What follows belongs to an exercise in optimizing a design on an open flow for small area; a production flow would make more cautious choices. In this exercise RTL edits were held to simulation tests only and were not proved equivalent to the original. Power is estimated from default activity; no workload was simulated.

// top_vga
module top_vga(
    input clk_65M,
    input clear,
    input game_on,
    input game_start,
    output H_sync,
    output V_sync,
    input move_left,
    input move_right,
    input move_up,
    input move_down,
    input fire_in,
    output reg [3:0]VGA_red,
    output reg [3:0]VGA_green,
    output reg [3:0]VGA_blue,
    output [5:0] brom_ball_addr,
    input [0:63] brom_ball_data,
    output [8:0] brom_count_addr,
    input [0:31] brom_count_data,
    output [7:0] brom_thumb_addr,
    input [0:255] brom_thumb_data,
    output [7:0] brom_thumbup_addr,
    input [0:255] brom_thumbup_data,
    output [7:0] brom_devil_addr,
    input [0:63] brom_devil_data
    );
    reg [10:0] hc;
    reg [9:0]  vc;
    wire h_end = hc[10] & hc[8] & (&hc[5:0]);           
    wire v_end = vc[9] & vc[8] & vc[5] & vc[2] & vc[0];  
    always @(posedge clk_65M)
        if (clear) begin
            hc <= 11'd0;
            vc <= 10'd0;
        end else begin
            hc <= h_end ? 11'd0 : hc + 11'd1;
            if (h_end)
                vc <= v_end ? 10'd0 : vc + 10'd1;
        end
    assign H_sync = (hc >= 11'd136);
    assign V_sync = (vc >= 10'd6);
    wire vid_on = (hc > 11'd296) && (hc < 11'd1320) && (vc > 10'd35) && (vc < 10'd803);
    wire refr = (hc == 11'd0) && (vc == 10'd0);
    reg [18:0] lf;
    wire en200 = (lf == 19'h0bf80);
    always @(posedge clk_65M)
        if (clear | en200)
            lf <= 19'd0;
        else
            lf <= {lf[17:0], ~(lf[18] ^ lf[17] ^ lf[16] ^ lf[13])};
    reg ff1, ff2, ff3;
    always @(posedge clk_65M)
        if (clear) begin
            ff1 <= 1'b0; ff2 <= 1'b0; ff3 <= 1'b0;
        end else if (en200) begin
            ff1 <= fire_in; ff2 <= ff1; ff3 <= ff2;
        end
    wire p_fire = ff1 & ff2 & ~ff3;
    reg gs;
    always @(posedge clk_65M)
        if (clear)
            gs <= 1'b1;
        else if (game_start)
            gs <= 1'b0;
        else if (!game_on)
            gs <= 1'b1;
    reg [9:0] sx, sy;
    wire on_floor = (sy >= 10'd745);
    wire at_wall  = (sx >= 10'd1001) || (sx <= 10'd180);
    wire mv_r = move_right && (sx < 10'd1001) && on_floor;
  ...
For scale: ~160 flip-flops, roughly 730 I/O pins, ~16000 um2 of cells after synthesis.
clock: 15.0 ns
lec_check: 0
cap_margin: 20
core_area: 5 5 285 285
die_area: 0 0 290 290
slew_margin: 20
standard.sh (not shown) runs the stock make flow with config.mk's settings and CLKGATE_MAP_FILE= SYNTH_SCRIPT=/design/flow/synth_recipe.tcl, a recipe that flattens the netlist after the stock synthesis.
==> flow/flow/run.sh <==
#!/bin/bash
# Layout flow: the standard ORFS flow (standard.sh), with changes that only
# make the cells smaller:
#  - synthesis maps the logic with an area-oriented ABC script (with a
#    time-limited &deepsyn pass) and leaves adders
#    to ABC instead of ORFS's fixed half/full-adder cells (registers are mapped
#    exactly as in the standard synthesis);
#  - the port buffers (and synthesis's pass-through buffers) use the smallest
#    buffer cell;
#  - the clock tree uses clkbuf_8 cells, at most 12 sinks per cluster and no
#    dummy loads.
set -euo pipefail
W="$(pwd)"
rm -rf "$W/scripts_area"
cp -r "$FLOW_HOME/scripts" "$W/scripts_area"
cp "$W/flow/abc_area_map.script" "$W/scripts_area/abc_speed.script"
bash "$W/standard.sh" SCRIPTS_DIR="$W/scripts_area" ADDER_MAP_FILE= \
    MIN_BUF_CELL_AND_PORTS="sky130_fd_sc_hd__buf_1 A X" \
    BUFFER_PORTS_ARGS="-buffer_cell sky130_fd_sc_hd__buf_1" \
    CTS_ARGS="-sink_clustering_enable -repair_clock_nets -dont_use_dummy_load -sink_clustering_size 12 -buf_list sky130_fd_sc_hd__clkbuf_8" \
    finish > "$W/standard_flow.log" 2>&1
==> flow/flow/abc_area_map.script <==
strash
&get -n
&fraig -x
&put
scorr
dc2
dretime
strash
&get -n
&deepsyn -T 300
&put
dc2
&get -n
&dch -f
&nf -a -R 1000
&put
strash
&get -n
&dch -f
&nf -a -R 1000
&put
The first run ran to the end with no violations.
==> next run, changes <==
--- a/flow/flow/run.sh
+++ b/flow/flow/run.sh
@@ -9,4 +9,3 @@
 #    buffer cell;
-#  - the clock tree uses clkbuf_8 cells, at most 12 sinks per cluster and no
-#    dummy loads.
+#  - the clock tree gets no dummy loads.
 set -euo pipefail
@@ -19,3 +18,3 @@
     BUFFER_PORTS_ARGS="-buffer_cell sky130_fd_sc_hd__buf_1" \
-    CTS_ARGS="-sink_clustering_enable -repair_clock_nets -dont_use_dummy_load -sink_clustering_size 12 -buf_list sky130_fd_sc_hd__clkbuf_8" \
+    CTS_ARGS="-sink_clustering_enable -repair_clock_nets -dont_use_dummy_load" \
     finish > "$W/standard_flow.log" 2>&1
--- a/flow/flow/abc_area_map.script
+++ b/flow/flow/abc_area_map.script
@@ -9,3 +9,3 @@
 &get -n
-&deepsyn -T 300
+&deepsyn -T 180
 &put
Effect: Clock power went up by 44%. Power went up by 9.0%. Worst setup slack loses 60 ps. Cell count went down by 0.31%. Synthesized area hardly moves.

[afterwards: timing with drivers on the ports]
No port has a modelled driver above. Below, the same layouts with a new extraction and two added sets of constraints.
Step 1: set_driving_cell puts a clkbuf_16 on clk_65M and a buf_2 on each other input, an assumption about the parent block.
Step 2 adds t to the input delays and takes it off the output delays; t is the mean of the earliest and latest rising clock arrival at the registers after step 1. Input paths then give back, and output paths get back, about the clock's delay inside the block.
a / b / c = ideal ports / drivers / drivers and shift; a / b = the first two.
run	t, ns	setup WS [ns]	hold WS [ns]
the first run	0.570	5.415 / 5.363 / 5.517	0.445 / 0.445 / 0.445
the second run	0.538	5.355 / 5.268 / 5.268	0.460 / 0.460 / 0.460
After both steps setup and hold are still met in every run listed. The setup slack of the second run, which loses most, moves by -0.087 ns with the drivers and by -0.087 ns with both steps.
